This design comes from an exercise in tuning for small area and a short achievable clock period on the open sky130 flow, not from production work. Function not checked in this run: the RTL went through the layout flow alone. Power and IR drop assume default switching activity.

`design/flow/flow/run.sh`:
```
#!/bin/bash
# Own flow: the standard layout (standard.sh, unchanged synthesis and steps),
# with the port buffers that global placement inserts made as the smallest
# plain buffer instead of the default; repair then upsizes them where timing needs it.
set -euo pipefail
export BUFFER_PORTS_ARGS="-buffer_cell sky130_fd_sc_hd__buf_1"
bash standard.sh > standard_make.log 2>&1
```
`design/flow/standard.sh`:
```
#!/bin/bash
# synth_recipe.tcl (not shown) runs the flow's synth.tcl, then flattens the netlist and writes it again
# the make line also repeats each setting of config.mk as NAME=value (left out here)
make -C /OpenROAD-flow-scripts/flow DESIGN_CONFIG=/design/flow/config.mk WORK_HOME=/design/flow/orfs CLKGATE_MAP_FILE= SYNTH_SCRIPT=/design/flow/synth_recipe.tcl "${@:-finish}"
```
`design/flow/config.mk`:
```
export PLATFORM = sky130hd
export DESIGN_NAME = FIR_Top
export DESIGN_NICKNAME = FIR_Top
export VERILOG_FILES = /design/flow/design.v
export SDC_FILE = /design/flow/constraint.sdc
export NUM_CORES = 4
export LEC_CHECK = 0
export CAP_MARGIN = 20
export CORE_MARGIN = 2
export CORE_UTILIZATION = 60
export SETUP_SLACK_MARGIN = 4.2
export SLEW_MARGIN = 20
export SYNTH_HIERARCHICAL = 1
export SYNTH_MINIMUM_KEEP_SIZE = 0
export TNS_END_PERCENT = 0
```
`design/flow/constraint.sdc`:
```
create_clock -name core_clock -period 9.5 [get_ports {clk}]
set_input_delay 1.9000 -clock core_clock [delete_from_list [all_inputs] [get_ports {clk}]]
set_output_delay 1.9000 -clock core_clock [all_outputs]
set_load 0.01 [all_outputs]
```
`design/flow/design.v`:
```
`timescale 1ns/1ps
module half_adder(input a,b,output sum,carry);
  assign sum = a ^ b;
  assign carry = a & b;
endmodule
`timescale 1ns/1ps
module full_adder( output sum,carry, input a,b,c);
  wire w1, w2, w3;
  half_adder HA1(.a(a), .b(b), .sum(w1), .carry(w2));
  half_adder HA2(.a(w1), .b(c), .sum(sum), .carry(w3));
  or or1(carry, w2, w3);
endmodule
`timescale 1ns/1ps
module RCA_16bit(output cout, output [15:0] sum, input [15:0] a, b);
    wire [14:0] c;
    full_adder F0(.a(a[0]), .b(b[0]), .c(1'b0), .sum(sum[0]), .carry(c[0]));
    full_adder F1(.a(a[1]), .b(b[1]), .c(c[0]), .sum(sum[1]), .carry(c[1]));
    full_adder F2(.a(a[2]), .b(b[2]), .c(c[1]), .sum(sum[2]), .carry(c[2]));
    full_adder F3(.a(a[3]), .b(b[3]), .c(c[2]), .sum(sum[3]), .carry(c[3]));
    full_adder F4(.a(a[4]), .b(b[4]), .c(c[3]), .sum(sum[4]), .carry(c[4]));
    full_adder F5(.a(a[5]), .b(b[5]), .c(c[4]), .sum(sum[5]), .carry(c[5]));
    full_adder F6(.a(a[6]), .b(b[6]), .c(c[5]), .sum(sum[6]), .carry(c[6]));
    full_adder F7(.a(a[7]), .b(b[7]), .c(c[6]), .sum(sum[7]), .carry(c[7]));
    full_adder F8(.a(a[8]), .b(b[8]), .c(c[7]), .sum(sum[8]), .carry(c[8]));
    full_adder F9(.a(a[9]), .b(b[9]), .c(c[8]), .sum(sum[9]), .carry(c[9]));
    full_adder F10(.a(a[10]), .b(b[10]), .c(c[9]), .sum(sum[10]), .carry(c[10]));
    full_adder F11(.a(a[11]), .b(b[11]), .c(c[10]), .sum(sum[11]), .carry(c[11]));
    full_adder F12(.a(a[12]), .b(b[12]), .c(c[11]), .sum(sum[12]), .carry(c[12]));
    full_adder F13(.a(a[13]), .b(b[13]), .c(c[12]), .sum(sum[13]), .carry(c[13]));
    full_adder F14(.a(a[14]), .b(b[14]), .c(c[13]), .sum(sum[14]), .carry(c[14]));
    full_adder F15(.a(a[15]), .b(b[15]), .c(c[14]), .sum(sum[15]), .carry(cout));
endmodule
`timescale 1ns/1ps
module d_ff(input clk,input [15:0]d,output reg [15:0]q);
  always@(posedge clk)
      q<=d;       
endmodule         
`timescale 1ns / 1ps
module Braun_Multiplier(
    input [7:0] a, b,
    output [15:0] p
);
    wire [15:0] sum_0, sum_1, sum_2, sum_3, sum_4, sum_5, sum_6, sum_7;
    wire [7:0] partial_product[7:0];
    genvar i, j;
    generate
        for (i = 0; i < 8; i = i + 1) begin
            for (j = 0; j < 8; j = j + 1) begin
                assign partial_product[i][j] = a[i] & b[j];   
            end
        end
    endgenerate
    assign sum_0 = {8'b0, partial_product[0]};
    assign sum_1 = {partial_product[1], 1'b0} + sum_0;
    assign sum_2 = {partial_product[2], 2'b0} + sum_1;
    assign sum_3 = {partial_product[3], 3'b0} + sum_2;
    assign sum_4 = {partial_product[4], 4'b0} + sum_3;
    assign sum_5 = {partial_product[5], 5'b0} + sum_4;
    assign sum_6 = {partial_product[6], 6'b0} + sum_5;
    assign sum_7 = {partial_product[7], 7'b0} + sum_6;
    assign p = sum_7;
endmodule
module FIR_Top(input clk, input [7:0] Xin, H0, H1, H2, output reg [15:0] Yout);
  reg [15:0] Q1;
  reg [15:0] Q2;
  wire a1 = ~(Xin[0] & H2[0]);
  wire a2 = ~(Xin[0] & H2[1]);
  wire a3 = ~(Xin[0] & H2[2]);
  wire a4 = ~(Xin[0] & H2[3]);
  wire a5 = ~(Xin[0] & H2[4]);
  wire a6 = ~(Xin[0] & H2[5]);
  wire a7 = ~(Xin[0] & H2[6]);
  wire a8 = ~(Xin[0] & H2[7]);
  wire a9 = ~(Xin[1] & H2[0]);
  wire a10 = ~(Xin[1] & H2[1]);
  wire a11 = ~(Xin[1] & H2[2]);
  wire a12 = ~(Xin[1] & H2[3]);
  wire a13 = ~(Xin[1] & H2[4]);
  wire a14 = ~(Xin[1] & H2[5]);
  wire a15 = ~(Xin[1] & H2[6]);
  wire a16 = ~(Xin[1] & H2[7]);
  wire a17 = ~(Xin[2] & H2[0]);
  wire a18 = ~(Xin[2] & H2[1]);
  wire a19 = ~(Xin[2] & H2[2]);
  wire a20 = ~(Xin[2] & H2[3]);
  wire a21 = ~(Xin[2] & H2[4]);
  wire a22 = ~(Xin[2] & H2[5]);
  wire a23 = ~(Xin[2] & H2[6]);
  wire a24 = ~(Xin[2] & H2[7]);
  wire a25 = ~(Xin[3] & H2[0]);
  wire a26 = ~(Xin[3] & H2[1]);
  wire a27 = ~(Xin[3] & H2[2]);
  wire a28 = ~(Xin[3] & H2[3]);
  wire a29 = ~(Xin[3] & H2[4]);
  wire a30 = ~(Xin[3] & H2[5]);
  wire a31 = ~(Xin[3] & H2[6]);
  wire a32 = ~(Xin[3] & H2[7]);
  wire a33 = ~(Xin[4] & H2[0]);
  wire a34 = ~(Xin[4] & H2[1]);
  wire a35 = ~(Xin[4] & H2[2]);
  wire a36 = ~(Xin[4] & H2[3]);
  wire a37 = ~(Xin[4] & H2[4]);
  wire a38 = ~(Xin[4] & H2[5]);
  wire a39 = ~(Xin[4] & H2[6]);
  wire a40 = ~(Xin[4] & H2[7]);
  wire a41 = ~(Xin[5] & H2[0]);
  wire a42 = ~(Xin[5] & H2[1]);
  wire a43 = ~(Xin[5] & H2[2]);
  wire a44 = ~(Xin[5] & H2[3]);
  wire a45 = ~(Xin[5] & H2[4]);
  wire a46 = ~(Xin[5] & H2[5]);
  wire a47 = ~(Xin[5] & H2[6]);
  wire a48 = ~(Xin[5] & H2[7]);
  wire a49 = ~(Xin[6] & H2[0]);
  wire a50 = ~(Xin[6] & H2[1]);
  wire a51 = ~(Xin[6] & H2[2]);
  wire a52 = ~(Xin[6] & H2[3]);
  wire a53 = ~(Xin[6] & H2[4]);
  wire a54 = ~(Xin[6] & H2[5]);
  wire a55 = ~(Xin[6] & H2[6]);
  wire a56 = ~(Xin[6] & H2[7]);
  wire a57 = ~(Xin[7] & H2[0]);
  wire a58 = ~(Xin[7] & H2[1]);
  wire a59 = ~(Xin[7] & H2[2]);
  wire a60 = ~(Xin[7] & H2[3]);
  wire a61 = ~(Xin[7] & H2[4]);
  wire a62 = ~(Xin[7] & H2[5]);
  wire a63 = ~(Xin[7] & H2[6]);
  wire a64 = ~(Xin[7] & H2[7]);
  wire s65;
  fir_xnor2 u65 (.a(a7), .b(a14), .y(s65));
  wire c66;
  fir_or2 u66 (.a(a7), .b(a14), .y(c66));
  wire s67, c67;
  fir_fa u67 (.a(a8), .b(a15), .c(a22), .s(s67), .co(c67));
  wire s68;
  fir_xnor2 u68 (.a(a29), .b(a36), .y(s68));
  wire c69;
  fir_or2 u69 (.a(a29), .b(a36), .y(c69));
  wire s70, c70;
  fir_fa u70 (.a(a16), .b(a23), .c(a30), .s(s70), .co(c70));
  wire s71;
  fir_xnor2 u71 (.a(a37), .b(a44), .y(s71));
  wire c72;
  fir_or2 u72 (.a(a37), .b(a44), .y(c72));
  wire s73, c73;
  fir_fa u73 (.a(a24), .b(a31), .c(a38), .s(s73), .co(c73));
  wire s74;
  fir_xnor2 u74 (.a(a5), .b(a12), .y(s74));
  wire c75;
  fir_or2 u75 (.a(a5), .b(a12), .y(c75));
  wire s76, c76;
  fir_fa u76 (.a(a6), .b(a13), .c(a20), .s(s76), .co(c76));
  wire s77;
  fir_xnor2 u77 (.a(a27), .b(a34), .y(s77));
  wire c78;
  fir_or2 u78 (.a(a27), .b(a34), .y(c78));
  wire s79, c79;
  fir_fa u79 (.a(a21), .b(a28), .c(a35), .s(s79), .co(c79));
  wire s80, c80;
  fir_fa u80 (.a(a42), .b(a49), .c(s65), .s(s80), .co(c80));
  wire s81, c81;
  fir_fa u81 (.a(a43), .b(a50), .c(a57), .s(s81), .co(c81));
  wire s82, c82;
  fir_fa u82 (.a(c66), .b(s68), .c(s67), .s(s82), .co(c82));
  wire s83, c83;
  fir_fa u83 (.a(a51), .b(a58), .c(c69), .s(s83), .co(c83));
  wire s84, c84;
  fir_fa u84 (.a(s71), .b(c67), .c(s70), .s(s84), .co(c84));
  wire s85, c85;
  fir_fa u85 (.a(a45), .b(a52), .c(a59), .s(s85), .co(c85));
  wire s86, c86;
  fir_fa u86 (.a(c72), .b(c70), .c(s73), .s(s86), .co(c86));
  wire s87, c87;
  fir_fa u87 (.a(a32), .b(a39), .c(a46), .s(s87), .co(c87));
  wire s88, c88;
  fir_fa u88 (.a(a53), .b(a60), .c(c73), .s(s88), .co(c88));
  wire s89, c89;
  fir_fa u89 (.a(a40), .b(a47), .c(a54), .s(s89), .co(c89));
  wire s90;
  fir_xnor2 u90 (.a(a4), .b(a11), .y(s90));
  wire c91;
  fir_or2 u91 (.a(a4), .b(a11), .y(c91));
  wire s92, c92;
  fir_fa u92 (.a(a19), .b(a26), .c(a33), .s(s92), .co(c92));
  wire s93, c93;
  fir_fa u93 (.a(a41), .b(c75), .c(s77), .s(s93), .co(c93));
  wire s94, c94;
  fir_fa u94 (.a(c78), .b(c76), .c(s79), .s(s94), .co(c94));
  wire s95, c95;
  fir_fa u95 (.a(c79), .b(s81), .c(c80), .s(s95), .co(c95));
  wire s96, c96;
  fir_fa u96 (.a(c81), .b(s83), .c(c82), .s(s96), .co(c96));
  wire s97, c97;
  fir_fa u97 (.a(s85), .b(c83), .c(c84), .s(s97), .co(c97));
  wire s98, c98;
  fir_fa u98 (.a(c85), .b(s87), .c(c86), .s(s98), .co(c98));
  wire s99, c99;
  fir_fa u99 (.a(a61), .b(c87), .c(s89), .s(s99), .co(c99));
  wire s100, c100;
  fir_fa u100 (.a(a48), .b(a55), .c(a62), .s(s100), .co(c100));
  wire s101;
  fir_xnor2 u101 (.a(a3), .b(a10), .y(s101));
  wire c102;
  fir_or2 u102 (.a(a3), .b(a10), .y(c102));
  wire s103, c103;
  fir_fa u103 (.a(a18), .b(a25), .c(s90), .s(s103), .co(c103));
  wire s104, c104;
  fir_fa u104 (.a(c91), .b(s74), .c(s92), .s(s104), .co(c104));
  wire s105, c105;
  fir_fa u105 (.a(c92), .b(s76), .c(s93), .s(s105), .co(c105));
  wire s106, c106;
  fir_fa u106 (.a(c93), .b(s80), .c(s94), .s(s106), .co(c106));
  wire s107, c107;
  fir_fa u107 (.a(c94), .b(s82), .c(s95), .s(s107), .co(c107));
  wire s108, c108;
  fir_fa u108 (.a(s84), .b(c95), .c(s96), .s(s108), .co(c108));
  wire s109, c109;
  fir_fa u109 (.a(s86), .b(c96), .c(s97), .s(s109), .co(c109));
  wire s110, c110;
  fir_fa u110 (.a(s88), .b(c97), .c(s98), .s(s110), .co(c110));
  wire s111, c111;
  fir_fa u111 (.a(c88), .b(s99), .c(c98), .s(s111), .co(c111));
  wire s112, c112;
  fir_fa u112 (.a(c89), .b(s100), .c(c99), .s(s112), .co(c112));
  wire s113, c113;
  fir_fa u113 (.a(a56), .b(a63), .c(c100), .s(s113), .co(c113));
  wire p114;
  fir_xor2 u114 (.a(a2), .b(a9), .y(p114));
  wire g115;
  fir_nor2 u115 (.a(a2), .b(a9), .y(g115));
  wire p116;
  fir_xor2 u116 (.a(s101), .b(a17), .y(p116));
  wire g117;
  fir_nor2 u117 (.a(s101), .b(a17), .y(g117));
  wire p118;
  fir_xor2 u118 (.a(c102), .b(s103), .y(p118));
  wire g119;
  fir_nor2 u119 (.a(c102), .b(s103), .y(g119));
  wire p120;
  fir_xor2 u120 (.a(c103), .b(s104), .y(p120));
  wire g121;
  fir_nor2 u121 (.a(c103), .b(s104), .y(g121));
  wire p122;
  fir_xor2 u122 (.a(c104), .b(s105), .y(p122));
  wire g123;
  fir_nor2 u123 (.a(c104), .b(s105), .y(g123));
  wire p124;
  fir_xor2 u124 (.a(c105), .b(s106), .y(p124));
  wire g125;
  fir_nor2 u125 (.a(c105), .b(s106), .y(g125));
  wire p126;
  fir_xor2 u126 (.a(c106), .b(s107), .y(p126));
  wire g127;
  fir_nor2 u127 (.a(c106), .b(s107), .y(g127));
  wire p128;
  fir_xor2 u128 (.a(c107), .b(s108), .y(p128));
  wire g129;
  fir_nor2 u129 (.a(c107), .b(s108), .y(g129));
  wire p130;
  fir_xor2 u130 (.a(c108), .b(s109), .y(p130));
  wire g131;
  fir_nor2 u131 (.a(c108), .b(s109), .y(g131));
  wire p132;
  fir_xor2 u132 (.a(c109), .b(s110), .y(p132));
  wire g133;
  fir_nor2 u133 (.a(c109), .b(s110), .y(g133));
  wire p134;
  fir_xor2 u134 (.a(c110), .b(s111), .y(p134));
  wire g135;
  fir_nor2 u135 (.a(c110), .b(s111), .y(g135));
  wire p136;
  fir_xor2 u136 (.a(c111), .b(s112), .y(p136));
  wire g137;
  fir_nor2 u137 (.a(c111), .b(s112), .y(g137));
  wire p138;
  fir_xor2 u138 (.a(c112), .b(s113), .y(p138));
  wire g139;
  fir_nor2 u139 (.a(c112), .b(s113), .y(g139));
  wire p140;
  fir_xor2 u140 (.a(c113), .b(a64), .y(p140));
  wire g141;
  fir_nor2 u141 (.a(c113), .b(a64), .y(g141));
  wire G142 = g115 | (p114 & 1'b0);
  wire P143 = p114 & ~a1;
  wire G144 = g119 | (p118 & g117);
  wire P145 = p118 & p116;
  wire G146 = g123 | (p122 & g121);
  wire P147 = p122 & p120;
  wire G148 = g127 | (p126 & g125);
  wire P149 = p126 & p124;
  wire G150 = g131 | (p130 & g129);
  wire P151 = p130 & p128;
  wire G152 = g135 | (p134 & g133);
  wire P153 = p134 & p132;
  wire G154 = g139 | (p138 & g137);
  wire P155 = p138 & p136;
  wire G156 = 1'b0 | (1'b0 & g141);
  wire P157 = 1'b0 & p140;
  wire G158 = G144 | (P145 & G142);
  wire P159 = P145 & P143;
  wire G160 = G148 | (P149 & G146);
  wire P161 = P149 & P147;
  wire G162 = G152 | (P153 & G150);
  wire P163 = P153 & P151;
  wire G164 = G156 | (P157 & G154);
  wire P165 = P157 & P155;
  wire G166 = G160 | (P161 & G158);
  wire P167 = P161 & P159;
  wire G168 = G164 | (P165 & G162);
  wire P169 = P165 & P163;
  wire G170 = G168 | (P169 & G166);
  wire P171 = P169 & P167;
  wire G172 = G162 | (P163 & G166);
  wire P173 = P163 & P167;
  wire G174 = G146 | (P147 & G158);
  wire P175 = P147 & P159;
  wire G176 = G150 | (P151 & G166);
  wire P177 = P151 & P167;
  wire G178 = G154 | (P155 & G172);
  wire P179 = P155 & P173;
  wire G180 = g117 | (p116 & G142);
  wire P181 = p116 & P143;
  wire G182 = g121 | (p120 & G158);
  wire P183 = p120 & P159;
  wire G184 = g125 | (p124 & G174);
  wire P185 = p124 & P175;
  wire G186 = g129 | (p128 & G166);
  wire P187 = p128 & P167;
  wire G188 = g133 | (p132 & G176);
  wire P189 = p132 & P177;
  wire G190 = g137 | (p136 & G172);
  wire P191 = p136 & P173;
  wire G192 = g141 | (p140 & G178);
  wire P193 = p140 & P179;
  wire y194 = ~(~a1);
  wire y195 = ~(p114);
  wire y196;
  fir_xnor2 u196 (.a(p116), .b(G142), .y(y196));
  wire y197;
  fir_xnor2 u197 (.a(p118), .b(G180), .y(y197));
  wire y198;
  fir_xnor2 u198 (.a(p120), .b(G158), .y(y198));
  wire y199;
  fir_xnor2 u199 (.a(p122), .b(G182), .y(y199));
  wire y200;
  fir_xnor2 u200 (.a(p124), .b(G174), .y(y200));
  wire y201;
  fir_xnor2 u201 (.a(p126), .b(G184), .y(y201));
  wire y202;
  fir_xnor2 u202 (.a(p128), .b(G166), .y(y202));
  wire y203;
  fir_xnor2 u203 (.a(p130), .b(G186), .y(y203));
  wire y204;
  fir_xnor2 u204 (.a(p132), .b(G176), .y(y204));
  wire y205;
  fir_xnor2 u205 (.a(p134), .b(G188), .y(y205));
  wire y206;
  fir_xnor2 u206 (.a(p136), .b(G172), .y(y206));
  wire y207;
  fir_xnor2 u207 (.a(p138), .b(G190), .y(y207));
  wire y208;
  fir_xnor2 u208 (.a(p140), .b(G178), .y(y208));
  wire y209;
  fir_xnor2 u209 (.a(1'b0), .b(G192), .y(y209));
  wire a210 = ~(Xin[0] & H1[0]);
  wire a211 = ~(Xin[0] & H1[1]);
  wire a212 = ~(Xin[0] & H1[2]);
  wire a213 = ~(Xin[0] & H1[3]);
  wire a214 = ~(Xin[0] & H1[4]);
  wire a215 = ~(Xin[0] & H1[5]);
  wire a216 = ~(Xin[0] & H1[6]);
  wire a217 = ~(Xin[0] & H1[7]);
  wire a218 = ~(Xin[1] & H1[0]);
  wire a219 = ~(Xin[1] & H1[1]);
  wire a220 = ~(Xin[1] & H1[2]);
  wire a221 = ~(Xin[1] & H1[3]);
  wire a222 = ~(Xin[1] & H1[4]);
  wire a223 = ~(Xin[1] & H1[5]);
  wire a224 = ~(Xin[1] & H1[6]);
  wire a225 = ~(Xin[1] & H1[7]);
  wire a226 = ~(Xin[2] & H1[0]);
  wire a227 = ~(Xin[2] & H1[1]);
  wire a228 = ~(Xin[2] & H1[2]);
  wire a229 = ~(Xin[2] & H1[3]);
  wire a230 = ~(Xin[2] & H1[4]);
  wire a231 = ~(Xin[2] & H1[5]);
  wire a232 = ~(Xin[2] & H1[6]);
  wire a233 = ~(Xin[2] & H1[7]);
  wire a234 = ~(Xin[3] & H1[0]);
  wire a235 = ~(Xin[3] & H1[1]);
  wire a236 = ~(Xin[3] & H1[2]);
  wire a237 = ~(Xin[3] & H1[3]);
  wire a238 = ~(Xin[3] & H1[4]);
  wire a239 = ~(Xin[3] & H1[5]);
  wire a240 = ~(Xin[3] & H1[6]);
  wire a241 = ~(Xin[3] & H1[7]);
  wire a242 = ~(Xin[4] & H1[0]);
  wire a243 = ~(Xin[4] & H1[1]);
  wire a244 = ~(Xin[4] & H1[2]);
  wire a245 = ~(Xin[4] & H1[3]);
  wire a246 = ~(Xin[4] & H1[4]);
  wire a247 = ~(Xin[4] & H1[5]);
  wire a248 = ~(Xin[4] & H1[6]);
  wire a249 = ~(Xin[4] & H1[7]);
  wire a250 = ~(Xin[5] & H1[0]);
  wire a251 = ~(Xin[5] & H1[1]);
  wire a252 = ~(Xin[5] & H1[2]);
  wire a253 = ~(Xin[5] & H1[3]);
  wire a254 = ~(Xin[5] & H1[4]);
  wire a255 = ~(Xin[5] & H1[5]);
  wire a256 = ~(Xin[5] & H1[6]);
  wire a257 = ~(Xin[5] & H1[7]);
  wire a258 = ~(Xin[6] & H1[0]);
  wire a259 = ~(Xin[6] & H1[1]);
  wire a260 = ~(Xin[6] & H1[2]);
  wire a261 = ~(Xin[6] & H1[3]);
  wire a262 = ~(Xin[6] & H1[4]);
  wire a263 = ~(Xin[6] & H1[5]);
  wire a264 = ~(Xin[6] & H1[6]);
  wire a265 = ~(Xin[6] & H1[7]);
  wire a266 = ~(Xin[7] & H1[0]);
  wire a267 = ~(Xin[7] & H1[1]);
  wire a268 = ~(Xin[7] & H1[2]);
  wire a269 = ~(Xin[7] & H1[3]);
  wire a270 = ~(Xin[7] & H1[4]);
  wire a271 = ~(Xin[7] & H1[5]);
  wire a272 = ~(Xin[7] & H1[6]);
  wire a273 = ~(Xin[7] & H1[7]);
  wire s274;
  fir_xnor2 u274 (.a(Q1[5]), .b(a215), .y(s274));
  wire c275;
  fir_or2 u275 (.a(Q1[5]), .b(a215), .y(c275));
  wire s276, c276;
  fir_fa u276 (.a(Q1[6]), .b(a216), .c(a223), .s(s276), .co(c276));
  wire s277;
  fir_xnor2 u277 (.a(a230), .b(a237), .y(s277));
  wire c278;
  fir_or2 u278 (.a(a230), .b(a237), .y(c278));
  wire s279, c279;
  fir_fa u279 (.a(Q1[7]), .b(a217), .c(a224), .s(s279), .co(c279));
  wire s280, c280;
  fir_fa u280 (.a(a231), .b(a238), .c(a245), .s(s280), .co(c280));
  wire s281;
  fir_xnor2 u281 (.a(a252), .b(a259), .y(s281));
  wire c282;
  fir_or2 u282 (.a(a252), .b(a259), .y(c282));
  wire s283, c283;
  fir_fa u283 (.a(Q1[8]), .b(a225), .c(a232), .s(s283), .co(c283));
  wire s284, c284;
  fir_fa u284 (.a(a239), .b(a246), .c(a253), .s(s284), .co(c284));
  wire s285;
  fir_xnor2 u285 (.a(a260), .b(a267), .y(s285));
  wire c286;
  fir_or2 u286 (.a(a260), .b(a267), .y(c286));
  wire s287, c287;
  fir_fa u287 (.a(Q1[9]), .b(a233), .c(a240), .s(s287), .co(c287));
  wire s288, c288;
  fir_fa u288 (.a(a247), .b(a254), .c(a261), .s(s288), .co(c288));
  wire s289, c289;
  fir_fa u289 (.a(Q1[10]), .b(a241), .c(a248), .s(s289), .co(c289));
  wire s290;
  fir_xnor2 u290 (.a(Q1[3]), .b(a213), .y(s290));
  wire c291;
  fir_or2 u291 (.a(Q1[3]), .b(a213), .y(c291));
  wire s292, c292;
  fir_fa u292 (.a(Q1[4]), .b(a214), .c(a221), .s(s292), .co(c292));
  wire s293;
  fir_xnor2 u293 (.a(a228), .b(a235), .y(s293));
  wire c294;
  fir_or2 u294 (.a(a228), .b(a235), .y(c294));
  wire s295, c295;
  fir_fa u295 (.a(a222), .b(a229), .c(a236), .s(s295), .co(c295));
  wire s296, c296;
  fir_fa u296 (.a(a243), .b(a250), .c(s274), .s(s296), .co(c296));
  wire s297, c297;
  fir_fa u297 (.a(a244), .b(a251), .c(a258), .s(s297), .co(c297));
  wire s298, c298;
  fir_fa u298 (.a(c275), .b(s277), .c(s276), .s(s298), .co(c298));
  wire s299, c299;
  fir_fa u299 (.a(a266), .b(c278), .c(s281), .s(s299), .co(c299));
  wire s300, c300;
  fir_fa u300 (.a(c276), .b(s279), .c(s280), .s(s300), .co(c300));
  wire s301, c301;
  fir_fa u301 (.a(c282), .b(s285), .c(c279), .s(s301), .co(c301));
  wire s302, c302;
  fir_fa u302 (.a(c280), .b(s283), .c(s284), .s(s302), .co(c302));
  wire s303, c303;
  fir_fa u303 (.a(a268), .b(c286), .c(c283), .s(s303), .co(c303));
  wire s304, c304;
  fir_fa u304 (.a(c284), .b(s287), .c(s288), .s(s304), .co(c304));
  wire s305, c305;
  fir_fa u305 (.a(a255), .b(a262), .c(a269), .s(s305), .co(c305));
  wire s306, c306;
  fir_fa u306 (.a(c287), .b(c288), .c(s289), .s(s306), .co(c306));
  wire s307, c307;
  fir_fa u307 (.a(Q1[11]), .b(a249), .c(a256), .s(s307), .co(c307));
  wire s308, c308;
  fir_fa u308 (.a(a263), .b(a270), .c(c289), .s(s308), .co(c308));
  wire s309, c309;
  fir_fa u309 (.a(Q1[12]), .b(a257), .c(a264), .s(s309), .co(c309));
  wire s310;
  fir_xnor2 u310 (.a(Q1[2]), .b(a212), .y(s310));
  wire c311;
  fir_or2 u311 (.a(Q1[2]), .b(a212), .y(c311));
  wire s312, c312;
  fir_fa u312 (.a(a220), .b(a227), .c(a234), .s(s312), .co(c312));
  wire s313, c313;
  fir_fa u313 (.a(a242), .b(c291), .c(s293), .s(s313), .co(c313));
  wire s314, c314;
  fir_fa u314 (.a(c294), .b(c292), .c(s295), .s(s314), .co(c314));
  wire s315, c315;
  fir_fa u315 (.a(c295), .b(s297), .c(c296), .s(s315), .co(c315));
  wire s316, c316;
  fir_fa u316 (.a(c297), .b(s299), .c(c298), .s(s316), .co(c316));
  wire s317, c317;
  fir_fa u317 (.a(c299), .b(c300), .c(s301), .s(s317), .co(c317));
  wire s318, c318;
  fir_fa u318 (.a(c301), .b(c302), .c(s303), .s(s318), .co(c318));
  wire s319, c319;
  fir_fa u319 (.a(s305), .b(c303), .c(c304), .s(s319), .co(c319));
  wire s320, c320;
  fir_fa u320 (.a(c305), .b(s307), .c(c306), .s(s320), .co(c320));
  wire s321, c321;
  fir_fa u321 (.a(a271), .b(c307), .c(s309), .s(s321), .co(c321));
  wire s322, c322;
  fir_fa u322 (.a(Q1[13]), .b(a265), .c(a272), .s(s322), .co(c322));
  wire s323;
  fir_xnor2 u323 (.a(Q1[1]), .b(a211), .y(s323));
  wire c324;
  fir_or2 u324 (.a(Q1[1]), .b(a211), .y(c324));
  wire s325, c325;
  fir_fa u325 (.a(a219), .b(a226), .c(s310), .s(s325), .co(c325));
  wire s326, c326;
  fir_fa u326 (.a(c311), .b(s290), .c(s312), .s(s326), .co(c326));
  wire s327, c327;
  fir_fa u327 (.a(c312), .b(s292), .c(s313), .s(s327), .co(c327));
  wire s328, c328;
  fir_fa u328 (.a(c313), .b(s296), .c(s314), .s(s328), .co(c328));
  wire s329, c329;
  fir_fa u329 (.a(c314), .b(s298), .c(s315), .s(s329), .co(c329));
  wire s330, c330;
  fir_fa u330 (.a(s300), .b(c315), .c(s316), .s(s330), .co(c330));
  wire s331, c331;
  fir_fa u331 (.a(s302), .b(c316), .c(s317), .s(s331), .co(c331));
  wire s332, c332;
  fir_fa u332 (.a(s304), .b(c317), .c(s318), .s(s332), .co(c332));
  wire s333, c333;
  fir_fa u333 (.a(s306), .b(c318), .c(s319), .s(s333), .co(c333));
  wire s334, c334;
  fir_fa u334 (.a(s308), .b(c319), .c(s320), .s(s334), .co(c334));
  wire s335, c335;
  fir_fa u335 (.a(c308), .b(s321), .c(c320), .s(s335), .co(c335));
  wire s336, c336;
  fir_fa u336 (.a(c309), .b(s322), .c(c321), .s(s336), .co(c336));
  wire s337, c337;
  fir_fa u337 (.a(Q1[14]), .b(a273), .c(c322), .s(s337), .co(c337));
  wire p338;
  fir_xor2 u338 (.a(Q1[0]), .b(a210), .y(p338));
  wire g339;
  fir_nor2 u339 (.a(Q1[0]), .b(a210), .y(g339));
  wire p340;
  fir_xor2 u340 (.a(s323), .b(a218), .y(p340));
  wire g341;
  fir_nor2 u341 (.a(s323), .b(a218), .y(g341));
  wire p342;
  fir_xor2 u342 (.a(c324), .b(s325), .y(p342));
  wire g343;
  fir_nor2 u343 (.a(c324), .b(s325), .y(g343));
  wire p344;
  fir_xor2 u344 (.a(c325), .b(s326), .y(p344));
  wire g345;
  fir_nor2 u345 (.a(c325), .b(s326), .y(g345));
  wire p346;
  fir_xor2 u346 (.a(c326), .b(s327), .y(p346));
  wire g347;
  fir_nor2 u347 (.a(c326), .b(s327), .y(g347));
  wire p348;
  fir_xor2 u348 (.a(c327), .b(s328), .y(p348));
  wire g349;
  fir_nor2 u349 (.a(c327), .b(s328), .y(g349));
  wire p350;
  fir_xor2 u350 (.a(c328), .b(s329), .y(p350));
  wire g351;
  fir_nor2 u351 (.a(c328), .b(s329), .y(g351));
  wire p352;
  fir_xor2 u352 (.a(c329), .b(s330), .y(p352));
  wire g353;
  fir_nor2 u353 (.a(c329), .b(s330), .y(g353));
  wire p354;
  fir_xor2 u354 (.a(c330), .b(s331), .y(p354));
  wire g355;
  fir_nor2 u355 (.a(c330), .b(s331), .y(g355));
  wire p356;
  fir_xor2 u356 (.a(c331), .b(s332), .y(p356));
  wire g357;
  fir_nor2 u357 (.a(c331), .b(s332), .y(g357));
  wire p358;
  fir_xor2 u358 (.a(c332), .b(s333), .y(p358));
  wire g359;
  fir_nor2 u359 (.a(c332), .b(s333), .y(g359));
  wire p360;
  fir_xor2 u360 (.a(c333), .b(s334), .y(p360));
  wire g361;
  fir_nor2 u361 (.a(c333), .b(s334), .y(g361));
  wire p362;
  fir_xor2 u362 (.a(c334), .b(s335), .y(p362));
  wire g363;
  fir_nor2 u363 (.a(c334), .b(s335), .y(g363));
  wire p364;
  fir_xor2 u364 (.a(c335), .b(s336), .y(p364));
  wire g365;
  fir_nor2 u365 (.a(c335), .b(s336), .y(g365));
  wire p366;
  fir_xor2 u366 (.a(c336), .b(s337), .y(p366));
  wire g367;
  fir_nor2 u367 (.a(c336), .b(s337), .y(g367));
  wire p368;
  fir_xor2 u368 (.a(c337), .b(Q1[15]), .y(p368));
  wire g369;
  fir_nor2 u369 (.a(c337), .b(Q1[15]), .y(g369));
  wire G370 = g341 | (p340 & g339);
  wire P371 = p340 & p338;
  wire G372 = g345 | (p344 & g343);
  wire P373 = p344 & p342;
  wire G374 = g349 | (p348 & g347);
  wire P375 = p348 & p346;
  wire G376 = g353 | (p352 & g351);
  wire P377 = p352 & p350;
  wire G378 = g357 | (p356 & g355);
  wire P379 = p356 & p354;
  wire G380 = g361 | (p360 & g359);
  wire P381 = p360 & p358;
  wire G382 = g365 | (p364 & g363);
  wire P383 = p364 & p362;
  wire G384 = g369 | (p368 & g367);
  wire P385 = p368 & p366;
  wire G386 = G372 | (P373 & G370);
  wire P387 = P373 & P371;
  wire G388 = G376 | (P377 & G374);
  wire P389 = P377 & P375;
  wire G390 = G380 | (P381 & G378);
  wire P391 = P381 & P379;
  wire G392 = G384 | (P385 & G382);
  wire P393 = P385 & P383;
  wire G394 = G388 | (P389 & G386);
  wire P395 = P389 & P387;
  wire G396 = G392 | (P393 & G390);
  wire P397 = P393 & P391;
  wire G398 = G396 | (P397 & G394);
  wire P399 = P397 & P395;
  wire G400 = G390 | (P391 & G394);
  wire P401 = P391 & P395;
  wire G402 = G374 | (P375 & G386);
  wire P403 = P375 & P387;
  wire G404 = G378 | (P379 & G394);
  wire P405 = P379 & P395;
  wire G406 = G382 | (P383 & G400);
  wire P407 = P383 & P401;
  wire G408 = g343 | (p342 & G370);
  wire P409 = p342 & P371;
  wire G410 = g347 | (p346 & G386);
  wire P411 = p346 & P387;
  wire G412 = g351 | (p350 & G402);
  wire P413 = p350 & P403;
  wire G414 = g355 | (p354 & G394);
  wire P415 = p354 & P395;
  wire G416 = g359 | (p358 & G404);
  wire P417 = p358 & P405;
  wire G418 = g363 | (p362 & G400);
  wire P419 = p362 & P401;
  wire G420 = g367 | (p366 & G406);
  wire P421 = p366 & P407;
  wire y422 = ~(p338);
  wire y423;
  fir_xnor2 u423 (.a(p340), .b(g339), .y(y423));
  wire y424;
  fir_xnor2 u424 (.a(p342), .b(G370), .y(y424));
  wire y425;
  fir_xnor2 u425 (.a(p344), .b(G408), .y(y425));
  wire y426;
  fir_xnor2 u426 (.a(p346), .b(G386), .y(y426));
  wire y427;
  fir_xnor2 u427 (.a(p348), .b(G410), .y(y427));
  wire y428;
  fir_xnor2 u428 (.a(p350), .b(G402), .y(y428));
  wire y429;
  fir_xnor2 u429 (.a(p352), .b(G412), .y(y429));
  wire y430;
  fir_xnor2 u430 (.a(p354), .b(G394), .y(y430));
  wire y431;
  fir_xnor2 u431 (.a(p356), .b(G414), .y(y431));
  wire y432;
  fir_xnor2 u432 (.a(p358), .b(G404), .y(y432));
  wire y433;
  fir_xnor2 u433 (.a(p360), .b(G416), .y(y433));
  wire y434;
  fir_xnor2 u434 (.a(p362), .b(G400), .y(y434));
  wire y435;
  fir_xnor2 u435 (.a(p364), .b(G418), .y(y435));
  wire y436;
  fir_xnor2 u436 (.a(p366), .b(G406), .y(y436));
  wire y437;
  fir_xnor2 u437 (.a(p368), .b(G420), .y(y437));
  wire a438 = ~(Xin[0] & H0[0]);
  wire a439 = ~(Xin[0] & H0[1]);
  wire a440 = ~(Xin[0] & H0[2]);
  wire a441 = ~(Xin[0] & H0[3]);
  wire a442 = ~(Xin[0] & H0[4]);
  wire a443 = ~(Xin[0] & H0[5]);
  wire a444 = ~(Xin[0] & H0[6]);
  wire a445 = ~(Xin[0] & H0[7]);
  wire a446 = ~(Xin[1] & H0[0]);
  wire a447 = ~(Xin[1] & H0[1]);
  wire a448 = ~(Xin[1] & H0[2]);
  wire a449 = ~(Xin[1] & H0[3]);
  wire a450 = ~(Xin[1] & H0[4]);
  wire a451 = ~(Xin[1] & H0[5]);
  wire a452 = ~(Xin[1] & H0[6]);
  wire a453 = ~(Xin[1] & H0[7]);
  wire a454 = ~(Xin[2] & H0[0]);
  wire a455 = ~(Xin[2] & H0[1]);
  wire a456 = ~(Xin[2] & H0[2]);
  wire a457 = ~(Xin[2] & H0[3]);
  wire a458 = ~(Xin[2] & H0[4]);
  wire a459 = ~(Xin[2] & H0[5]);
  wire a460 = ~(Xin[2] & H0[6]);
  wire a461 = ~(Xin[2] & H0[7]);
  wire a462 = ~(Xin[3] & H0[0]);
  wire a463 = ~(Xin[3] & H0[1]);
  wire a464 = ~(Xin[3] & H0[2]);
  wire a465 = ~(Xin[3] & H0[3]);
  wire a466 = ~(Xin[3] & H0[4]);
  wire a467 = ~(Xin[3] & H0[5]);
  wire a468 = ~(Xin[3] & H0[6]);
  wire a469 = ~(Xin[3] & H0[7]);
  wire a470 = ~(Xin[4] & H0[0]);
  wire a471 = ~(Xin[4] & H0[1]);
  wire a472 = ~(Xin[4] & H0[2]);
  wire a473 = ~(Xin[4] & H0[3]);
  wire a474 = ~(Xin[4] & H0[4]);
  wire a475 = ~(Xin[4] & H0[5]);
  wire a476 = ~(Xin[4] & H0[6]);
  wire a477 = ~(Xin[4] & H0[7]);
  wire a478 = ~(Xin[5] & H0[0]);
  wire a479 = ~(Xin[5] & H0[1]);
  wire a480 = ~(Xin[5] & H0[2]);
  wire a481 = ~(Xin[5] & H0[3]);
  wire a482 = ~(Xin[5] & H0[4]);
  wire a483 = ~(Xin[5] & H0[5]);
  wire a484 = ~(Xin[5] & H0[6]);
  wire a485 = ~(Xin[5] & H0[7]);
  wire a486 = ~(Xin[6] & H0[0]);
  wire a487 = ~(Xin[6] & H0[1]);
  wire a488 = ~(Xin[6] & H0[2]);
  wire a489 = ~(Xin[6] & H0[3]);
  wire a490 = ~(Xin[6] & H0[4]);
  wire a491 = ~(Xin[6] & H0[5]);
  wire a492 = ~(Xin[6] & H0[6]);
  wire a493 = ~(Xin[6] & H0[7]);
  wire a494 = ~(Xin[7] & H0[0]);
  wire a495 = ~(Xin[7] & H0[1]);
  wire a496 = ~(Xin[7] & H0[2]);
  wire a497 = ~(Xin[7] & H0[3]);
  wire a498 = ~(Xin[7] & H0[4]);
  wire a499 = ~(Xin[7] & H0[5]);
  wire a500 = ~(Xin[7] & H0[6]);
  wire a501 = ~(Xin[7] & H0[7]);
  wire s502;
  fir_xnor2 u502 (.a(Q2[5]), .b(a443), .y(s502));
  wire c503;
  fir_or2 u503 (.a(Q2[5]), .b(a443), .y(c503));
  wire s504, c504;
  fir_fa u504 (.a(Q2[6]), .b(a444), .c(a451), .s(s504), .co(c504));
  wire s505;
  fir_xnor2 u505 (.a(a458), .b(a465), .y(s505));
  wire c506;
  fir_or2 u506 (.a(a458), .b(a465), .y(c506));
  wire s507, c507;
  fir_fa u507 (.a(Q2[7]), .b(a445), .c(a452), .s(s507), .co(c507));
  wire s508, c508;
  fir_fa u508 (.a(a459), .b(a466), .c(a473), .s(s508), .co(c508));
  wire s509;
  fir_xnor2 u509 (.a(a480), .b(a487), .y(s509));
  wire c510;
  fir_or2 u510 (.a(a480), .b(a487), .y(c510));
  wire s511, c511;
  fir_fa u511 (.a(Q2[8]), .b(a453), .c(a460), .s(s511), .co(c511));
  wire s512, c512;
  fir_fa u512 (.a(a467), .b(a474), .c(a481), .s(s512), .co(c512));
  wire s513;
  fir_xnor2 u513 (.a(a488), .b(a495), .y(s513));
  wire c514;
  fir_or2 u514 (.a(a488), .b(a495), .y(c514));
  wire s515, c515;
  fir_fa u515 (.a(Q2[9]), .b(a461), .c(a468), .s(s515), .co(c515));
  wire s516, c516;
  fir_fa u516 (.a(a475), .b(a482), .c(a489), .s(s516), .co(c516));
  wire s517, c517;
  fir_fa u517 (.a(Q2[10]), .b(a469), .c(a476), .s(s517), .co(c517));
  wire s518;
  fir_xnor2 u518 (.a(Q2[3]), .b(a441), .y(s518));
  wire c519;
  fir_or2 u519 (.a(Q2[3]), .b(a441), .y(c519));
  wire s520, c520;
  fir_fa u520 (.a(Q2[4]), .b(a442), .c(a449), .s(s520), .co(c520));
  wire s521;
  fir_xnor2 u521 (.a(a456), .b(a463), .y(s521));
  wire c522;
  fir_or2 u522 (.a(a456), .b(a463), .y(c522));
  wire s523, c523;
  fir_fa u523 (.a(a450), .b(a457), .c(a464), .s(s523), .co(c523));
  wire s524, c524;
  fir_fa u524 (.a(a471), .b(a478), .c(s502), .s(s524), .co(c524));
  wire s525, c525;
  fir_fa u525 (.a(a472), .b(a479), .c(a486), .s(s525), .co(c525));
  wire s526, c526;
  fir_fa u526 (.a(c503), .b(s505), .c(s504), .s(s526), .co(c526));
  wire s527, c527;
  fir_fa u527 (.a(a494), .b(c506), .c(s509), .s(s527), .co(c527));
  wire s528, c528;
  fir_fa u528 (.a(c504), .b(s507), .c(s508), .s(s528), .co(c528));
  wire s529, c529;
  fir_fa u529 (.a(c510), .b(s513), .c(c507), .s(s529), .co(c529));
  wire s530, c530;
  fir_fa u530 (.a(c508), .b(s511), .c(s512), .s(s530), .co(c530));
  wire s531, c531;
  fir_fa u531 (.a(a496), .b(c514), .c(c511), .s(s531), .co(c531));
  wire s532, c532;
  fir_fa u532 (.a(c512), .b(s515), .c(s516), .s(s532), .co(c532));
  wire s533, c533;
  fir_fa u533 (.a(a483), .b(a490), .c(a497), .s(s533), .co(c533));
  wire s534, c534;
  fir_fa u534 (.a(c515), .b(c516), .c(s517), .s(s534), .co(c534));
  wire s535, c535;
  fir_fa u535 (.a(Q2[11]), .b(a477), .c(a484), .s(s535), .co(c535));
  wire s536, c536;
  fir_fa u536 (.a(a491), .b(a498), .c(c517), .s(s536), .co(c536));
  wire s537, c537;
  fir_fa u537 (.a(Q2[12]), .b(a485), .c(a492), .s(s537), .co(c537));
  wire s538;
  fir_xnor2 u538 (.a(Q2[2]), .b(a440), .y(s538));
  wire c539;
  fir_or2 u539 (.a(Q2[2]), .b(a440), .y(c539));
  wire s540, c540;
  fir_fa u540 (.a(a448), .b(a455), .c(a462), .s(s540), .co(c540));
  wire s541, c541;
  fir_fa u541 (.a(a470), .b(c519), .c(s521), .s(s541), .co(c541));
  wire s542, c542;
  fir_fa u542 (.a(c522), .b(c520), .c(s523), .s(s542), .co(c542));
  wire s543, c543;
  fir_fa u543 (.a(c523), .b(s525), .c(c524), .s(s543), .co(c543));
  wire s544, c544;
  fir_fa u544 (.a(c525), .b(s527), .c(c526), .s(s544), .co(c544));
  wire s545, c545;
  fir_fa u545 (.a(c527), .b(c528), .c(s529), .s(s545), .co(c545));
  wire s546, c546;
  fir_fa u546 (.a(c529), .b(c530), .c(s531), .s(s546), .co(c546));
  wire s547, c547;
  fir_fa u547 (.a(s533), .b(c531), .c(c532), .s(s547), .co(c547));
  wire s548, c548;
  fir_fa u548 (.a(c533), .b(s535), .c(c534), .s(s548), .co(c548));
  wire s549, c549;
  fir_fa u549 (.a(a499), .b(c535), .c(s537), .s(s549), .co(c549));
  wire s550, c550;
  fir_fa u550 (.a(Q2[13]), .b(a493), .c(a500), .s(s550), .co(c550));
  wire s551;
  fir_xnor2 u551 (.a(Q2[1]), .b(a439), .y(s551));
  wire c552;
  fir_or2 u552 (.a(Q2[1]), .b(a439), .y(c552));
  wire s553, c553;
  fir_fa u553 (.a(a447), .b(a454), .c(s538), .s(s553), .co(c553));
  wire s554, c554;
  fir_fa u554 (.a(c539), .b(s518), .c(s540), .s(s554), .co(c554));
  wire s555, c555;
  fir_fa u555 (.a(c540), .b(s520), .c(s541), .s(s555), .co(c555));
  wire s556, c556;
  fir_fa u556 (.a(c541), .b(s524), .c(s542), .s(s556), .co(c556));
  wire s557, c557;
  fir_fa u557 (.a(c542), .b(s526), .c(s543), .s(s557), .co(c557));
  wire s558, c558;
  fir_fa u558 (.a(s528), .b(c543), .c(s544), .s(s558), .co(c558));
  wire s559, c559;
  fir_fa u559 (.a(s530), .b(c544), .c(s545), .s(s559), .co(c559));
  wire s560, c560;
  fir_fa u560 (.a(s532), .b(c545), .c(s546), .s(s560), .co(c560));
  wire s561, c561;
  fir_fa u561 (.a(s534), .b(c546), .c(s547), .s(s561), .co(c561));
  wire s562, c562;
  fir_fa u562 (.a(s536), .b(c547), .c(s548), .s(s562), .co(c562));
  wire s563, c563;
  fir_fa u563 (.a(c536), .b(s549), .c(c548), .s(s563), .co(c563));
  wire s564, c564;
  fir_fa u564 (.a(c537), .b(s550), .c(c549), .s(s564), .co(c564));
  wire s565, c565;
  fir_fa u565 (.a(Q2[14]), .b(a501), .c(c550), .s(s565), .co(c565));
  wire p566;
  fir_xor2 u566 (.a(Q2[0]), .b(a438), .y(p566));
  wire g567;
  fir_nor2 u567 (.a(Q2[0]), .b(a438), .y(g567));
  wire p568;
  fir_xor2 u568 (.a(s551), .b(a446), .y(p568));
  wire g569;
  fir_nor2 u569 (.a(s551), .b(a446), .y(g569));
  wire p570;
  fir_xor2 u570 (.a(c552), .b(s553), .y(p570));
  wire g571;
  fir_nor2 u571 (.a(c552), .b(s553), .y(g571));
  wire p572;
  fir_xor2 u572 (.a(c553), .b(s554), .y(p572));
  wire g573;
  fir_nor2 u573 (.a(c553), .b(s554), .y(g573));
  wire p574;
  fir_xor2 u574 (.a(c554), .b(s555), .y(p574));
  wire g575;
  fir_nor2 u575 (.a(c554), .b(s555), .y(g575));
  wire p576;
  fir_xor2 u576 (.a(c555), .b(s556), .y(p576));
  wire g577;
  fir_nor2 u577 (.a(c555), .b(s556), .y(g577));
  wire p578;
  fir_xor2 u578 (.a(c556), .b(s557), .y(p578));
  wire g579;
  fir_nor2 u579 (.a(c556), .b(s557), .y(g579));
  wire p580;
  fir_xor2 u580 (.a(c557), .b(s558), .y(p580));
  wire g581;
  fir_nor2 u581 (.a(c557), .b(s558), .y(g581));
  wire p582;
  fir_xor2 u582 (.a(c558), .b(s559), .y(p582));
  wire g583;
  fir_nor2 u583 (.a(c558), .b(s559), .y(g583));
  wire p584;
  fir_xor2 u584 (.a(c559), .b(s560), .y(p584));
  wire g585;
  fir_nor2 u585 (.a(c559), .b(s560), .y(g585));
  wire p586;
  fir_xor2 u586 (.a(c560), .b(s561), .y(p586));
  wire g587;
  fir_nor2 u587 (.a(c560), .b(s561), .y(g587));
  wire p588;
  fir_xor2 u588 (.a(c561), .b(s562), .y(p588));
  wire g589;
  fir_nor2 u589 (.a(c561), .b(s562), .y(g589));
  wire p590;
  fir_xor2 u590 (.a(c562), .b(s563), .y(p590));
  wire g591;
  fir_nor2 u591 (.a(c562), .b(s563), .y(g591));
  wire p592;
  fir_xor2 u592 (.a(c563), .b(s564), .y(p592));
  wire g593;
  fir_nor2 u593 (.a(c563), .b(s564), .y(g593));
  wire p594;
  fir_xor2 u594 (.a(c564), .b(s565), .y(p594));
  wire g595;
  fir_nor2 u595 (.a(c564), .b(s565), .y(g595));
  wire p596;
  fir_xor2 u596 (.a(c565), .b(Q2[15]), .y(p596));
  wire g597;
  fir_nor2 u597 (.a(c565), .b(Q2[15]), .y(g597));
  wire G598 = g569 | (p568 & g567);
  wire P599 = p568 & p566;
  wire G600 = g573 | (p572 & g571);
  wire P601 = p572 & p570;
  wire G602 = g577 | (p576 & g575);
  wire P603 = p576 & p574;
  wire G604 = g581 | (p580 & g579);
  wire P605 = p580 & p578;
  wire G606 = g585 | (p584 & g583);
  wire P607 = p584 & p582;
  wire G608 = g589 | (p588 & g587);
  wire P609 = p588 & p586;
  wire G610 = g593 | (p592 & g591);
  wire P611 = p592 & p590;
  wire G612 = g597 | (p596 & g595);
  wire P613 = p596 & p594;
  wire G614 = G600 | (P601 & G598);
  wire P615 = P601 & P599;
  wire G616 = G604 | (P605 & G602);
  wire P617 = P605 & P603;
  wire G618 = G608 | (P609 & G606);
  wire P619 = P609 & P607;
  wire G620 = G612 | (P613 & G610);
  wire P621 = P613 & P611;
  wire G622 = G616 | (P617 & G614);
  wire P623 = P617 & P615;
  wire G624 = G620 | (P621 & G618);
  wire P625 = P621 & P619;
  wire G626 = G624 | (P625 & G622);
  wire P627 = P625 & P623;
  wire G628 = G618 | (P619 & G622);
  wire P629 = P619 & P623;
  wire G630 = G602 | (P603 & G614);
  wire P631 = P603 & P615;
  wire G632 = G606 | (P607 & G622);
  wire P633 = P607 & P623;
  wire G634 = G610 | (P611 & G628);
  wire P635 = P611 & P629;
  wire G636 = g571 | (p570 & G598);
  wire P637 = p570 & P599;
  wire G638 = g575 | (p574 & G614);
  wire P639 = p574 & P615;
  wire G640 = g579 | (p578 & G630);
  wire P641 = p578 & P631;
  wire G642 = g583 | (p582 & G622);
  wire P643 = p582 & P623;
  wire G644 = g587 | (p586 & G632);
  wire P645 = p586 & P633;
  wire G646 = g591 | (p590 & G628);
  wire P647 = p590 & P629;
  wire G648 = g595 | (p594 & G634);
  wire P649 = p594 & P635;
  wire y650 = (p566);
  wire y651;
  fir_xor2 u651 (.a(p568), .b(g567), .y(y651));
  wire y652;
  fir_xor2 u652 (.a(p570), .b(G598), .y(y652));
  wire y653;
  fir_xor2 u653 (.a(p572), .b(G636), .y(y653));
  wire y654;
  fir_xor2 u654 (.a(p574), .b(G614), .y(y654));
  wire y655;
  fir_xor2 u655 (.a(p576), .b(G638), .y(y655));
  wire y656;
  fir_xor2 u656 (.a(p578), .b(G630), .y(y656));
  wire y657;
  fir_xor2 u657 (.a(p580), .b(G640), .y(y657));
  wire y658;
  fir_xor2 u658 (.a(p582), .b(G622), .y(y658));
  wire y659;
  fir_xor2 u659 (.a(p584), .b(G642), .y(y659));
  wire y660;
  fir_xor2 u660 (.a(p586), .b(G632), .y(y660));
  wire y661;
  fir_xor2 u661 (.a(p588), .b(G644), .y(y661));
  wire y662;
  fir_xor2 u662 (.a(p590), .b(G628), .y(y662));
  wire y663;
  fir_xor2 u663 (.a(p592), .b(G646), .y(y663));
  wire y664;
  fir_xor2 u664 (.a(p594), .b(G634), .y(y664));
  wire y665;
  fir_xor2 u665 (.a(p596), .b(G648), .y(y665));
  always @(posedge clk) begin
    Q1 <= {y209, y208, y207, y206, y205, y204, y203, y202, y201, y200, y199, y198, y197, y196, y195, y194};
    Q2 <= {y437, y436, y435, y434, y433, y432, y431, y430, y429, y428, y427, y426, y425, y424, y423, y422};
    Yout <= {y665, y664, y663, y662, y661, y660, y659, y658, y657, y656, y655, y654, y653, y652, y651, y650};
  end
endmodule
module fir_fa(input a, b, c, output s, co);
  assign s = a ^ b ^ c;
  assign co = (a & b) | (a & c) | (b & c);
endmodule
module fir_nor2(input a, b, output y);
  assign y = ~(a | b);
endmodule
module fir_or2(input a, b, output y);
  assign y = a | b;
endmodule
module fir_xnor2(input a, b, output y);
  assign y = ~(a ^ b);
endmodule
module fir_xor2(input a, b, output y);
  assign y = a ^ b;
endmodule
```
==> notes.md <==
DP HPWL 9930 um; share of the synthesized area in the top cell type 0.408; synth unique cells 35; Max Cap Viol 0; synthesized cell area 6430 um^2; CP Launch Type primary input; Worst R2R End Yout[13]; commonest cells after routing, fill and taps aside nand2_1, fa_1, xor2_1; CP peak stage delay 0.54 ns; WP depth 14; Fin Clk Skew 0.00681 ns; io pins 49; Min-Delay Endpoint Yout[0]; H-Tree Level Count 2; CP cell instances clkbuf_4, buf_12, nand2_1, fa_1, fa_2, fa_1, fa_2, xor2_2, a21o_1, a21oi_2, inv_1, a211o_1, a31o_1, xor2_1; Initial Utilization 0.620; Buffers & Inverters on Critical Path 3; antenna cells 0; DR vias 4695; core area 10400 um^2; post-layout min period 5.27 ns; drt first pass iters 5; via count of the first global-routing pass 4984; Worst Path Required just under 10 ns; Die Y 108 um; Crit path max-delay family adder cells; PwrDens 383 nW/um^2; Critical Path AT around 5.5 ns; Placed Instances 850; crit share post-route 0.554; layout cells sized above 1 0.0838; LEAKAGE 2.73 nW; Syn Area/Cell 9.16 um^2; cells on worst reg2reg path 11; Placer Congestion about 0.8; standard-cell rows 37; Crit. End Element register; endpoints failing setup 0; post-synthesis instance total 702; Peak Freq 0.190 GHz; largest net degree at the start of global routing 25; first-pass GRT wire length about 23000 um; Total GRT Usage 0.254; initial antenna violation count 0; sequential-to-total area share from yosys stat 0.149; syn nets between 800 and 900; maximum vdd drop 0.000405 V; r2r startpoint Q2[7]; DR vias/cell 5.43; Area contributors post-synth fa_1, dfxtp_1, nand2_1, xor2_1, xnor2_1; Antenna Violating Nets Remaining 0; CTS clk-pin slew, worst paths 0.10 ns; Final Instance Count excl. Fillers ~860; Hold Path Depth 1; nets@finish 891; status timing/DRC/antenna clean; worst skew pair latency 0.31 ns; die width roughly 110 um; final wirelength approximately 13000 um; Worst Hold Launch Q2[0]; P&R area growth vs syn 8.83%; Pins Over Slew Limit 0; drt first-iter violations 279; Yosys warnings 7; Max FO, Critical Path 12; commonest non-fill, non-tap cell in the layout nand2_1; DR WL/cell 15.2 um; RSZ-0062 raised after global routing yes; crit path max-delay cell type fa_1; synthesized flop and latch total 48; Yosys top cell by area fa_1; clock root buffer clkbuf_8; clock sinks 48; crit path from Xin[5]; CTS tree done; hold buffers post-CTS 0; DRC 0; Hold WC Path Type register to register; maximum clock insertion buffer count 2; Die Area 11600 um^2; gr ovfl total 0; Final Hold Vio Count 0; post-route setup TNS 0 ns; Crit Path Category primary input to register; fill count 855; port bufs 48; cts bufs inserted 5; Reg2Reg Setup Slack approximately 5.8 ns
[area by class of cell]
type | count | area, um^2 | area share
flip-flops and latches | 48 | 961 | 0.137
repair buffers | 58 | 405 | 0.0579
well taps | 136 | 170 | 0.0243
clock inverters | 1 | 7.51 | 0.00107
clock buffers | 7 | 86.3 | 0.0123
multi-input cells | 607 | 5340 | 0.763
inverters | 7 | 26.3 | 0.00375
[where the power goes]
group          total (W)  switching (W)  internal, W
registers       0.000390      0.0000481     0.000342
logic            0.00215        0.00117     0.000988
clock network   0.000133      0.0000738    0.0000594
total            0.00268        0.00129      0.00139
[modules after synthesis (local to each module, per instance)]
module,times used,flip-flops and latches,area [um^2],cells inside
FIR_Top,1,48,2510,391
fir_fa,131,0,20.0,1
fir_xnor2,52,0,8.76,1
fir_xor2,61,0,8.76,1
fir_or2,23,0,6.26,1
fir_nor2,44,0,3.75,1
[how the worst max path moves through the flow]
stage	to	slack (ns)
2_1_floorplan	Q2[15]	4.19
3_3_place_gp	Q1[13]	3.22
3_5_place_dp	Q2[15]	3.11
4_1_cts	Q2[15]	4.20
5_1_grt	Yout[13]	4.11
6_report	Yout[13]	4.23
[cells in the mapped netlist]
cell	count
a31o_2	2
a211oi_1	3
o21bai_1	1
or2_1	23
conb_1	1
nand4_1	2
a211o_1	1
a21boi_0	2
o22a_1	1
dfxtp_1	48
nor2_1	54
and2_1	1
a21o_1	24
nand2b_1	4
o22ai_1	2
a31o_4	2
a31o_1	1
fa_1	131
and4_1	1
o31ai_1	1
or2_2	5
inv_1	7
clkbuf_1	24
xnor2_1	52
nand3_1	5
and3_1	3
xor2_1	61
nor3_1	3
nand2_1	198
buf_1	16
o21ai_0	7
o21a_1	1
a21oi_1	13
or3_1	1
o31a_1	1
[sequential cells by signal, summed over array words and instances, names as in the netlist]
| register | flops |
|---|---|
| Q2 | 16 |
| Q1 | 16 |
| Yout | 16 |
[per-layer routing]
layer | GRT usage | up-vias | share of wire
li1 | - | 2214 | -
met1 | 0.365 | 2367 | 0.45
met2 | 0.425 | 105 | 0.49
met3 | 0.0303 | 9 | 0.051
met4 | 0.0430 | 0 | 0.0057
met5 | 0 | - | 0
[metrics by stage]
step / total power [W] / cell area, um^2 / util / setup slack (ns) / hold WS [ns]
after floorplan: 0.00213 / 6490 / - / 4.19 / 0.428
after global placement: 0.00243 / 6680 / 0.644 / 3.22 / 0.443
after detailed placement: 0.00248 / 6680 / 0.644 / 3.11 / 0.465
after CTS: 0.00264 / 6840 / 0.659 / 4.20 / 0.479
after global routing: 0.00300 / 7000 / 0.675 / 4.11 / 0.508
final: 0.00268 / 7000 / 0.675 / 4.23 / 0.480
[repair_timing]
action,CTS,global route
gates cloned,0,2
setup buffers,0,4
pin swaps,0,7
resized for setup,43,29
setup endpoints to repair,25,15
[cell families after synthesis]
logic type	count (synthesis)	share of synthesized area
AND/OR/NAND/NOR	300	0.193
flip-flops	48	0.149
XOR/XNOR	113	0.154
AO/OA/AOI/OAI	62	0.0685
other	1	0.000583
buffers and inverters	47	0.0274
adder cells (fa/ha/maj)	131	0.408

[re-timing with driven ports]
The results above use ideal ports. As a check the final layout listed here was re-extracted and re-timed, cells and wires unchanged.
Step 1: set_driving_cell puts a clkbuf_16 on clk and a buf_2 on each other input, an assumption about the parent block.
Step 2 adds t to the input delays and takes it off the output delays; t is the mean of the earliest and latest rising clock arrival at the registers after step 1. Input paths then give back, and output paths get back, about the clock's delay inside the block.
Slacks: ideal / step 1 / step 2; pairs: ideal / step 1.
t (ns): 0.334
setup slack, ns: 4.233 / 4.230 / 3.896
worst setup path after step 2: input to register
latest minus earliest clock arrival (ns): 0.008 / 0.008
worst data-port slew with drivers (ns): 0.06
After both steps this run still meets setup and hold. For this run, drivers alone change the setup slack by -0.003 ns; drivers and shift together by -0.337 ns.
